What follows belongs to an exercise in optimizing a design on an open flow for small area; a production flow would make more cautious choices. The RTL was checked by simulation tests, not by an equivalence proof against the original design. The flow treats the clock pin as an ideal source. Dropping or thinning the clock tree relies on that and would not hold on a real chip. Power and IR drop assume default switching activity.

## pixel_source
module pixel_source (
	clk,
	reset,
	vsync,
	hsync,
	active,
	rgb,
	ovl,
	led0
	);
==> flow/config.mk <==
export PLATFORM = sky130hd
export DESIGN_NAME = pixel_source
export DESIGN_NICKNAME = pixel_source
export VERILOG_FILES = /design/flow/design.v
export SDC_FILE = /design/flow/constraint.sdc
export NUM_CORES = 4
export LEC_CHECK = 0
export CAP_MARGIN = 20
export CORE_MARGIN = 2
export CORE_UTILIZATION = 40
export GPL_TIMING_DRIVEN = 0
export SLEW_MARGIN = 20
==> flow/constraint.sdc <==
create_clock -name core_clock -period 5.0 [get_ports {clk}]
set_input_delay 1.0000 -clock core_clock [delete_from_list [all_inputs] [get_ports {clk}]]
set_output_delay 1.0000 -clock core_clock [all_outputs]
set_load 0.01 [all_outputs]
standard.sh (not shown) runs the stock make flow with config.mk's settings and CLKGATE_MAP_FILE= SYNTH_SCRIPT=/design/flow/synth_recipe.tcl, a recipe that flattens the netlist after the stock synthesis.
==> flow/flow/run.sh <==
#!/bin/bash
# Own layout flow: the standard synthesis, then an area re-mapping of its
# combinational logic (registers untouched), then the standard layout steps
# with 1x port buffers. Each tool's output goes to a log file here.
set -euo pipefail
W=$(pwd)
R=$W/orfs/results/$FLOW_PLATFORM/pixel_source/base
LIB=$FLOW_HOME/platforms/$FLOW_PLATFORM/lib/sky130_fd_sc_hd__tt_025C_1v80.lib
YOSYS=$FLOW_HOME/../tools/install/yosys/bin/yosys
[[ -x $YOSYS ]] || YOSYS=$(command -v yosys)

# 1. standard synthesis
bash standard.sh synth > $W/log_1_standard_synth.log 2>&1

# 2. re-map the combinational logic for area
python3 $W/flow/gen_models.py $LIB > $W/cell_models.v 2> $W/log_2_gen_models.log
cp $R/1_2_yosys.v $W/standard_1_2_yosys.v
DU="-dont_use *probe* -dont_use *lpflow* -dont_use *clkdly* -dont_use *dlygate* -dont_use *dlymetal* -dont_use *ebufn* -dont_use *einv* -dont_use *conb*"
SCRIPT='+strash;\&get -n;\&deepsyn -T 60;\&put;dch;map -D 3500;topo'
sed -e "s#@MODELS@#$W/cell_models.v#" -e "s#@IN@#$W/standard_1_2_yosys.v#" -e "s#@TOP@#$FLOW_TOP#" \
    -e "s#@LIB@#$LIB#g" -e "s#@DONTUSE@#$DU#" -e "s#@SCRIPT@#$SCRIPT#" -e "s#@OUT@#$W/remapped.v#" \
    $W/flow/post_opt.ys.in > $W/post_opt.ys
$YOSYS -s $W/post_opt.ys > $W/log_3_post_opt.log 2>&1
cp $W/remapped.v $R/1_2_yosys.v
rm -f $R/1_synth.odb

# 3. rebuild the database and remove the synthesis buffers
bash standard.sh synth > $W/log_4_standard_synth_odb.log 2>&1
TECH_LEF=$FLOW_HOME/platforms/$FLOW_PLATFORM/lef/sky130_fd_sc_hd.tlef \
SC_LEF=$FLOW_HOME/platforms/$FLOW_PLATFORM/lef/sky130_fd_sc_hd_merged.lef \
LIB=$LIB ODB=$R/1_synth.odb openroad -no_init -exit $W/flow/remove_buffers.tcl > $W/log_5_remove_buffers.log 2>&1

# 4. the standard layout from the re-mapped netlist, with 1x port buffers
export BUFFER_PORTS_ARGS="-buffer_cell sky130_fd_sc_hd__buf_1"
# clock tree: 4 clock buffers, one per quarter of the flip-flops (flow/my_cts.tcl)
export PRE_CTS_TCL=$W/flow/my_cts.tcl
export MY_CTS_LEAVES=4 MY_CTS_CELL=sky130_fd_sc_hd__clkbuf_16 MY_CTS_ROOT=
bash standard.sh > $W/log_6_standard_layout.log 2>&1
Other scripts of this flow, unchanged in this note and not shown: flow/flow/gen_models.py, flow/flow/my_cts.tcl, flow/flow/post_opt.ys.in, flow/flow/remove_buffers.tcl
The baseline went through all stages and came out clean.
Edit:
--- a/flow/flow/run.sh
+++ b/flow/flow/run.sh
@@ -18,3 +18,3 @@
 DU="-dont_use *probe* -dont_use *lpflow* -dont_use *clkdly* -dont_use *dlygate* -dont_use *dlymetal* -dont_use *ebufn* -dont_use *einv* -dont_use *conb*"
-SCRIPT='+strash;\&get -n;\&deepsyn -T 60;\&put;dch;map -D 3500;topo'
+SCRIPT='+strash;\&get -n;\&deepsyn -J 20 -T 300;\&put;\&get -n;\&dch -f;\&nf -p -R 100 -F 8 -A 4 -C 32;\&put;topo'
 sed -e "s#@MODELS@#$W/cell_models.v#" -e "s#@IN@#$W/standard_1_2_yosys.v#" -e "s#@TOP@#$FLOW_TOP#" \
What happened: Register-to-register slack loses 0.11 ns; wire length went down by 10%; setup slack is worse by 0.095 ns; via count falls by 11%; die area goes down by 4.5%.
Edit:
--- a/flow/flow/run.sh
+++ b/flow/flow/run.sh
@@ -18,3 +18,3 @@
 DU="-dont_use *probe* -dont_use *lpflow* -dont_use *clkdly* -dont_use *dlygate* -dont_use *dlymetal* -dont_use *ebufn* -dont_use *einv* -dont_use *conb*"
-SCRIPT='+strash;\&get -n;\&deepsyn -J 20 -T 300;\&put;\&get -n;\&dch -f;\&nf -p -R 100 -F 8 -A 4 -C 32;\&put;topo'
+SCRIPT='+strash;\&get -n;\&deepsyn -J 20 -T 300;\&put;\&get -n;\&dch;\&nf -p -R 100;\&put;topo'
 sed -e "s#@MODELS@#$W/cell_models.v#" -e "s#@IN@#$W/standard_1_2_yosys.v#" -e "s#@TOP@#$FLOW_TOP#" \
Result: The changed run went through all stages and came out clean. Setup slack improves by 0.080 ns. Cell count went up by 2.0%. Sequential cell count is unchanged. Sequential power is about the same. Total power barely changes. Cell area went up by 1.1%. Sequential share of layout area went down by 0.34 points. Maximum frequency went up by 1.7%.
Edit:
--- a/flow/flow/run.sh
+++ b/flow/flow/run.sh
@@ -18,3 +18,3 @@
 DU="-dont_use *probe* -dont_use *lpflow* -dont_use *clkdly* -dont_use *dlygate* -dont_use *dlymetal* -dont_use *ebufn* -dont_use *einv* -dont_use *conb*"
-SCRIPT='+strash;\&get -n;\&deepsyn -J 20 -T 300;\&put;\&get -n;\&dch;\&nf -p -R 100;\&put;topo'
+SCRIPT='+strash;\&get -n;\&deepsyn -T 60;\&put;dch;amap;topo'
 sed -e "s#@MODELS@#$W/cell_models.v#" -e "s#@IN@#$W/standard_1_2_yosys.v#" -e "s#@TOP@#$FLOW_TOP#" \
What happened: Register-to-register slack gets worse by 0.02 ns. Power is higher by 2.2%. Combinational power is higher by 14%. Hold slack gets better by 0.0061 ns. Worst setup slack gets better by 0.079 ns. Routed wire length is higher by 7.0%. Cell area is higher by 4.9%. Synthesized cell count is higher by 8.3%. Cell count is higher by 7.4%.
Edit:
--- a/flow/flow/run.sh
+++ b/flow/flow/run.sh
@@ -18,3 +18,3 @@
 DU="-dont_use *probe* -dont_use *lpflow* -dont_use *clkdly* -dont_use *dlygate* -dont_use *dlymetal* -dont_use *ebufn* -dont_use *einv* -dont_use *conb*"
-SCRIPT='+strash;\&get -n;\&deepsyn -T 60;\&put;dch;amap;topo'
+SCRIPT='+strash;\&get -n;\&deepsyn -J 20 -T 300;\&put;\&get -n;\&dch -f;\&nf -p -R 20 -F 8 -A 4 -C 32;\&put;topo'
 sed -e "s#@MODELS@#$W/cell_models.v#" -e "s#@IN@#$W/standard_1_2_yosys.v#" -e "s#@TOP@#$FLOW_TOP#" \
What happened: Sequential share of layout area came out higher by 2.0 points. Sequential cell count stays the same. Worst setup slack improved by 0.080 ns. Hold slack got worse by 0.0031 ns. Via count came out lower by a few percent. Cell count came out lower by roughly a tenth. Area after synthesis came out lower by a few percent. Cell area came out lower by a few percent. Sequential power came out higher slightly. Wire length came out lower by a few percent.
Edit:
--- a/flow/flow/run.sh
+++ b/flow/flow/run.sh
@@ -2,4 +2,6 @@
 # Own layout flow: the standard synthesis, then an area re-mapping of its
-# combinational logic (registers untouched), then the standard layout steps
-# with 1x port buffers. Each tool's output goes to a log file here.
+# combinational logic (registers untouched: same instances, names and cells),
+# then the standard layout steps, with 1x port buffers and a small clock tree
+# of four clock buffers in place of TritonCTS's H-tree.
+# Each tool's output goes to a log file here (log_*.log).
 set -euo pipefail
Die area is unchanged.
Synthesized area is unchanged.
Final area does not change.
No run of this note takes its clock network from TritonCTS; it comes from the design's own scripts or RTL.

[afterwards: timing with drivers on the ports]
Ports are ideal in the flow. The routed layouts listed here were re-timed in OpenROAD. Step 1, drivers: a clkbuf_16 drives clk and a buf_2 each remaining input, both assumed. Step 2 times the ports against the registers' clock, not the clock port: input delays grow and output delays shrink by t, the midpoint of the rising clock arrivals with the driver on. Three values: no drivers, after step 1, after step 2; two values: the first two.
| run | t (ns) | setup WS [ns] | worst setup path at the end | worst register clock-pin slew, ns | worst slew at a driven data input, ns |
|---|---|---|---|---|---|
| the first run | 0.256 | 0.244 / 0.304 / 0.048 | input to register | 0.11 / 0.11 | 0.03 |
| the second run | 0.252 | 0.149 / 0.204 / -0.047 | input to register | 0.11 / 0.11 | 0.03 |
| the third run | 0.253 | 0.230 / 0.285 / 0.044 | input to register | 0.11 / 0.11 | 0.03 |
| the fourth run | 0.253 | 0.309 / 0.223 / 0.169 | input to register | 0.12 / 0.12 | 0.03 |
| the fifth run | 0.246 | 0.388 / 0.306 / 0.284 | input to register | 0.11 / 0.11 | 0.03 |
| the sixth run | 0.246 | 0.388 / 0.306 / 0.284 | input to register | 0.11 / 0.11 | 0.03 |
With both steps, setup timing fails in the second run, where it was met with ideal ports.
